Background: an optimization exercise with open tools, aiming at small area. Do not read the settings as production practice. Only simulation tests tie the RTL to the original design; equivalence was not proved. No driver is modelled on the clock port, so clock power and skew are understated where the tree is cut down; a real chip needs a root buffer or a tree. Power and IR drop assume default switching activity.

Design game, start of the top module:
module game (
    clk,
    rst,
    btnR,
    btnS,
    J1,
    J2,
    J3,
    J4,
    J7,
    J8,
    J9,
    J10,
    an,
    seg
);
For scale: about 540 cells after synthesis, roughly 76 flip-flops, about 23 I/O pins, about 0.0045 mm2 of cells after synthesis.
make LEC_CHECK=0 CAP_MARGIN=20 CORE_MARGIN=2 CORE_UTILIZATION=40 CTS_BUF_LIST=sky130_fd_sc_hd__clkbuf_4 CTS_CLUSTER_DIAMETER=200 CTS_CLUSTER_SIZE=40 SLEW_MARGIN=20 finish   # period 10.0 ns
run.sh (not shown) runs the stock make flow with config.mk's settings and CLKGATE_MAP_FILE= SYNTH_SCRIPT=/design/flow/synth_recipe.tcl, a recipe that flattens the netlist after the stock synthesis.
The starting point completed with no timing, DRC or antenna violations.
==> next run, changes <==
--- a/flow/config.mk
+++ b/flow/config.mk
@@ -8,7 +8,8 @@
 export CAP_MARGIN = 20
 export CORE_MARGIN = 2
-export CORE_UTILIZATION = 40
-export CTS_BUF_LIST = sky130_fd_sc_hd__clkbuf_4
-export CTS_CLUSTER_DIAMETER = 200
-export CTS_CLUSTER_SIZE = 40
+export CORE_UTILIZATION = 75
+export CTS_BUF_LIST = sky130_fd_sc_hd__clkbuf_8
+export CTS_CLUSTER_DIAMETER = 500
+export CTS_CLUSTER_SIZE = 100
+export PLACE_DENSITY = 0.85
 export SLEW_MARGIN = 20
Result: The new run finished clean. Maximum frequency is about the same. Total power came out higher by about 8%. Worst setup slack improves by 0.0095 ns. Synthesized cell count stays the same. Cell area fell by 0.58%. Synthesized area is unchanged. Non-clock buffer count came out lower by 1. Flip-flop and latch count stays the same.
==> next run, changes <==
==> flow/config.mk (replaced) <==
export PLATFORM = sky130hd
export DESIGN_NAME = game
export DESIGN_NICKNAME = game
export VERILOG_FILES = /design/flow/design.v
export SDC_FILE = /design/flow/constraint.sdc
export NUM_CORES = 4
export LEC_CHECK = 0
export CAP_MARGIN = 20
export CORE_MARGIN = 2
export CORE_UTILIZATION = 40
export SLEW_MARGIN = 20
Outcome: Final cell count rises by roughly a tenth. Combinational power is about the same. Worst hold slack is worse by 0.0085 ns. Final area is higher by a few percent. Maximum frequency grows slightly. Sequential power barely changes. Critical path depth decreases by 1. Setup slack is better by 0.080 ns.


== job 103 ==
The RTL this note starts from:
==> flow/design.v <==
`timescale 1ns / 1ps
module game (
    clk,
    rst,
    btnR,
    btnS,
    J1,
    J2,
    J3,
    J4,
    J7,
    J8,
    J9,
    J10,
    an,
    seg
);
    input J7;
    input J8;
    input J9;
    input J10;
    output J1;
    output J2;
    output J3;
    output J4;
    input clk;
    input rst;
    input btnR;
    input btnS;
    output reg [3:0] an;
    output reg [6:0] seg;
    reg rst_db;
    reg [10:0] r;      
    reg [4:0] h;
    wire [3:0] s = r[3:0];
    wire [6:0] q = r[10:4];
    wire restart  = rst | btnR;
    wire s_end    = &s;
    wire r_end    = (&r[10:6]) & s_end;      
    wire hold_end = rst_db & r_end;
    wire sat      = h[4] & h[2];
    wire h_inc    = r_end & ~rst_db;
    always @(posedge clk) begin
        if (restart)
            rst_db <= 1'b1;
        else if (hold_end)
            rst_db <= 1'b0;
        if (restart)
            r <= 11'd1864;
        else if (r_end)
            r <= 11'd0;
        else
            r <= r + 11'd1;
        if (rst_db)
            h <= 5'd0;
        else begin
            h[0] <= h[0] ^ h_inc;
            h[1] <= h[1] ^ (h_inc & (h[0] | sat));
            h[4:2] <= h[4:2] + {2'b00, h_inc & h[0] & h[1] & ~sat};
        end
    end
    wire scan_hi   = h[0] ^ q[0];
    wire fastRise  = ~rst_db & s_end & ~scan_hi;
    wire fastFall  = ~rst_db & s_end & scan_hi;
    wire dphase    = ~sat;
    wire blank     = ~rst_db & (h[1] ^ h[0]);
    reg [1:0] dig;
    always @(posedge clk) begin
        if (restart)
            dig <= 2'd0;
        else
            dig <= dig + {1'b0, fastRise};
    end
    reg [1:0] jcol;    
    reg jf;            
    always @(posedge clk) begin
        if (rst) begin
            jcol <= 2'd0;
            jf <= 1'b0;
        end else begin
            jcol <= jcol + {1'b0, fastRise & jf};
            jf <= jf | fastRise;
        end
    end
    assign J1 = (jcol != 2'd0);
    assign J2 = (jcol != 2'd1);
    assign J3 = (jcol != 2'd2);
    assign J4 = (jcol != 2'd3);
    wire [5:0] kkey = {jcol, J7, J8, J9, J10};
    wire kvalid =
        (kkey == 6'b11_1110) |
        (kkey == 6'b11_1101) |
        (kkey == 6'b11_1011) |
        (kkey == 6'b11_0111) |
        (kkey == 6'b10_1110) |
        (kkey == 6'b10_1101) |
        (kkey == 6'b10_1011) |
        (kkey == 6'b01_1110) |
        (kkey == 6'b01_1101) |
        (kkey == 6'b01_1011);
    wire [3:0] knum =
        (kkey == 6'b11_1110) ? 4'd1 :
        (kkey == 6'b11_1101) ? 4'd4 :
        (kkey == 6'b11_1011) ? 4'd7 :
        (kkey == 6'b10_1110) ? 4'd2 :
        (kkey == 6'b10_1101) ? 4'd5 :
        (kkey == 6'b10_1011) ? 4'd8 :
        (kkey == 6'b01_1110) ? 4'd3 :
        (kkey == 6'b01_1101) ? 4'd6 :
        (kkey == 6'b01_1011) ? 4'd9 :
        4'd0;
    reg        kv;       
    reg [3:0]  cv;       
    reg [15:0] value;
    reg [6:0]  timer;
    wire full  = ~(value[15] & value[14]);    
    wire cvF   = cv[3] & cv[2];
    wire ge110 = timer[6] & timer[5] & timer[3] & timer[2] & timer[1];
    wire vready = full & (&timer[4:0]);
    wire shift = fastRise & ~full & ~kv & ge110 & ~cvF;
    always @(posedge clk) begin
        if (rst) begin
            kv <= 1'b0;
            cv <= 4'hF;
        end else if (rst_db) begin
            if (~kv)
                cv <= 4'hF;
        end else if (fastFall) begin
            kv <= kvalid;
            if (kvalid)
                cv <= knum;
        end else if (shift) begin
            cv <= 4'hF;
        end
    end
    wire tclr = ~full & (kv | (ge110 & ~cvF));
    always @(posedge clk) begin
        if (rst | rst_db) begin
            value <= 16'hFFFF;
            timer <= 7'd0;
        end else begin
            if (fastRise & tclr)
                timer <= 7'd0;
            else
                timer <= timer + {6'd0, fastRise & ~vready};
            if (shift)
                value <= {value[11:0], cv};
        end
    end
    reg [4:0] l1;
    reg [3:0] l3;
    reg       lv;        
    reg [4:0] s1;        
    reg [1:0] s3;        
    wire [1:0] g3 = (l3 == 4'd4) ? 2'b01 :
                    (l3 == 4'd9) ? 2'b10 :
                    (l3 == 4'd3 || l3 == 4'd6) ? 2'b00 : 2'b11;
    always @(posedge clk) begin
        if (rst) begin
            l1 <= 5'd7;
            l3 <= 4'd6;
            lv <= 1'b0;
        end else begin
            l1 <= {l1[3:0], l1[4] ^ l1[1]};
            l3 <= {l3[2:0], l3[3] ^ l3[2]};
            if (l1 == 5'd28)
                lv <= 1'b1;
        end
        if (rst_db) begin
            s1 <= lv ? l1 : 5'd0;
            s3 <= g3;
        end
    end
    wire [3:0] r1 =
        (s1 == 5'd15 || s1 == 5'd31 || s1 == 5'd30 || s1 == 5'd28 || s1 == 5'd25 || s1 == 5'd19 || s1 == 5'd6) ? 4'd7 :
        (s1 == 5'd13 || s1 == 5'd26 || s1 == 5'd20 || s1 == 5'd9) ? 4'd6 :
        (s1 == 5'd18 || s1 == 5'd4) ? 4'd9 :
        (s1 == 5'd8) ? 4'd4 :
        (s1 == 5'd16 || s1 == 5'd1) ? 4'd8 :
        (s1 == 5'd2) ? 4'd1 :
        (s1 == 5'd5) ? 4'd2 :
        (s1 == 5'd7) ? 4'd3 :
        4'd5;
    wire [3:0] r4 =
        (s1 == 5'd0) ? 4'd0 :
        (s1 == 5'd15 || s1 == 5'd31 || s1 == 5'd30 || s1 == 5'd28 || s1 == 5'd3 || s1 == 5'd7) ? 4'd5 :
        (s1 == 5'd25 || s1 == 5'd19 || s1 == 5'd6 || s1 == 5'd13 || s1 == 5'd26 || s1 == 5'd20 || s1 == 5'd9) ? 4'd7 :
        (s1 == 5'd18) ? 4'd3 :
        (s1 == 5'd14 || s1 == 5'd29) ? 4'd8 :
        (s1 == 5'd27) ? 4'd1 :
        (s1 == 5'd22) ? 4'd2 :
        (s1 == 5'd12) ? 4'd4 :
        (s1 == 5'd24 || s1 == 5'd17) ? 4'd9 :
        4'd6;
    wire r3n = ~(s3[1] | s3[0]);
    wire [15:0] randInt = {r4, r3n, s3, r3n, 4'd7, r1};
    reg [3:0] rd, vd;
    always @(*) begin
        case (dig)
            2'd0: begin rd = randInt[15:12]; vd = value[15:12]; end
            2'd1: begin rd = randInt[11:8];  vd = value[11:8];  end
            2'd2: begin rd = randInt[7:4];   vd = value[7:4];   end
            default: begin rd = randInt[3:0]; vd = value[3:0]; end
        endcase
    end
    reg miss;
    always @(posedge clk) begin
        if (rst | rst_db)
            miss <= 1'b0;
        else if (full & (rd != vd))
            miss <= 1'b1;
    end
    wire correct = ~miss;
    wire show = dphase | ~vready;
    reg [3:0] bcd;
    always @(*) begin
        an[3] = ~(~blank & (dig == 2'd0));
        an[2] = ~(~blank & (dig == 2'd1));
        an[1] = ~(~blank & (dig == 2'd2) & (show | correct));
        an[0] = ~(~blank & (dig == 2'd3) & show);
        if (show)
            bcd = dphase ? rd : vd;
        else if (correct)
            bcd = dig[1] ? 4'h5 : {3'b101, dig[0]};      
        else
            bcd = dig[0] ? 4'h0 : 4'hD;                  
    end
    always @(*) begin
        seg =
            (bcd == 4'h0) ? 7'b1000000 :
            (bcd == 4'h1) ? 7'b1111001 :
            (bcd == 4'h2) ? 7'b0100100 :
            (bcd == 4'h3) ? 7'b0110000 :
            (bcd == 4'h4) ? 7'b0011001 :
            (bcd == 4'h5) ? 7'b0010010 :
            (bcd == 4'h6) ? 7'b0000010 :
            (bcd == 4'h7) ? 7'b1111000 :
            (bcd == 4'h8) ? 7'b0000000 :
            (bcd == 4'h9) ? 7'b0010000 :
            (bcd == 4'hA) ? 7'b0010001 :
            (bcd == 4'hB) ? 7'b0000110 :
            (bcd == 4'hC) ? 7'b0010010 :
            (bcd == 4'hD) ? 7'b1001000 :
            (bcd == 4'hE) ? 7'b1000000 :
            7'b1111111;
    end
endmodule
==> flow/config.mk <==
export PLATFORM = sky130hd
export DESIGN_NAME = game
export DESIGN_NICKNAME = game
export VERILOG_FILES = /design/flow/design.v
export SDC_FILE = /design/flow/constraint.sdc
export NUM_CORES = 4
export LEC_CHECK = 0
export CAP_MARGIN = 20
export CORE_MARGIN = 2
export CORE_UTILIZATION = 88
export SLEW_MARGIN = 20
==> flow/constraint.sdc <==
create_clock -name core_clock -period 10.0 [get_ports {clk}]
set_input_delay 2.0000 -clock core_clock [delete_from_list [all_inputs] [get_ports {clk}]]
set_output_delay 2.0000 -clock core_clock [all_outputs]
set_load 0.01 [all_outputs]
standard.sh (not shown) runs the stock make flow with config.mk's settings and CLKGATE_MAP_FILE= SYNTH_SCRIPT=/design/flow/synth_recipe.tcl, a recipe that flattens the netlist after the stock synthesis.
==> flow/flow/run.sh <==
#!/bin/bash
# Layout flow: the standard flow with three changes:
#  - synthesis maps logic with an area-oriented ABC script (flow/area.abc);
#    everything else in synthesis (registers, names) is the standard flow's own script;
#  - port buffers use the smallest buffer cell;
#  - the clock is distributed by four clock buffers, each driving the
#    registers of one quadrant (flow/clock_buffers.tcl replaces ORFS's
#    clock tree synthesis); the clock port drives only those four buffers.
set -euo pipefail
W=$PWD
{ head -n 1 synth_recipe.tcl; cat flow/abc_override.tcl; tail -n +2 synth_recipe.tcl; } > area_synth.tcl
sed "s#SYNTH_SCRIPT=[^ ]*#SYNTH_SCRIPT=$W/area_synth.tcl#" standard.sh > area_standard.sh
export AREA_ABC_SCRIPT=$W/flow/area.abc
export BUFFER_PORTS_ARGS="-buffer_cell sky130_fd_sc_hd__buf_1"
export PRE_CTS_TCL=$W/flow/clock_buffers.tcl
export CLK_BUF_CELL=sky130_fd_sc_hd__clkbuf_8
export CLK_BUF_COUNT=4
bash area_standard.sh > standard.log 2>&1
Other scripts of this flow, unchanged in this note and not shown: flow/flow/abc_override.tcl, flow/flow/area.abc, flow/flow/clock_buffers.tcl
Job 103 did not finish; the tool stopped in global placement without I/O with error GPL-0301.
The following lists how job 104 was set up differently from job 103:
- CORE_UTILIZATION: 88 -> 80
==> comparison <==
- Job 104 completed every stage of the flow, and the final layout passed the timing, design-rule and antenna checks.
- Looking at starting density of the core, job 104 sits 8.4 points below job 103.
- Going from job 103 to job 104, die span in y climbed about 4.6%; number of distinct library cell variants in the gate-level netlist after synthesis neither gained nor lost much.
The clock cells of job 104 come from the design's own scripts or RTL, not from TritonCTS.

[separate check: timing with driven ports]
No port has a modelled driver above. Below, the same layouts with a new extraction and two added sets of constraints. Step 1 assumes that a clkbuf_16 drives the clock port and a buf_2 every other input. Step 2 times the ports against the registers' clock, not the clock port: input delays grow and output delays shrink by t, the midpoint of the rising clock arrivals with the driver on. Three values: ideal, step 1, step 2; two values: the first two.
run | shift t [ns] | setup WS [ns] | hold slack, ns | worst data-port slew with drivers (ns)
the first run of note 1 | 0.442 | 4.383 / 4.353 / 4.794 | 0.459 / 0.459 / 0.459 | 0.03
the second run of note 1 | 0.384 | 4.393 / 4.359 / 4.743 | 0.455 / 0.455 / 0.455 | 0.03
the third run of note 1 | 0.367 | 4.473 / 4.435 / 4.802 | 0.446 / 0.446 / 0.446 | 0.03
job 104 | 0.214 | 4.737 / 4.681 / 4.895 | 0.446 / 0.446 / 0.446 | 0.03
After both steps setup and hold are still met in every run listed.
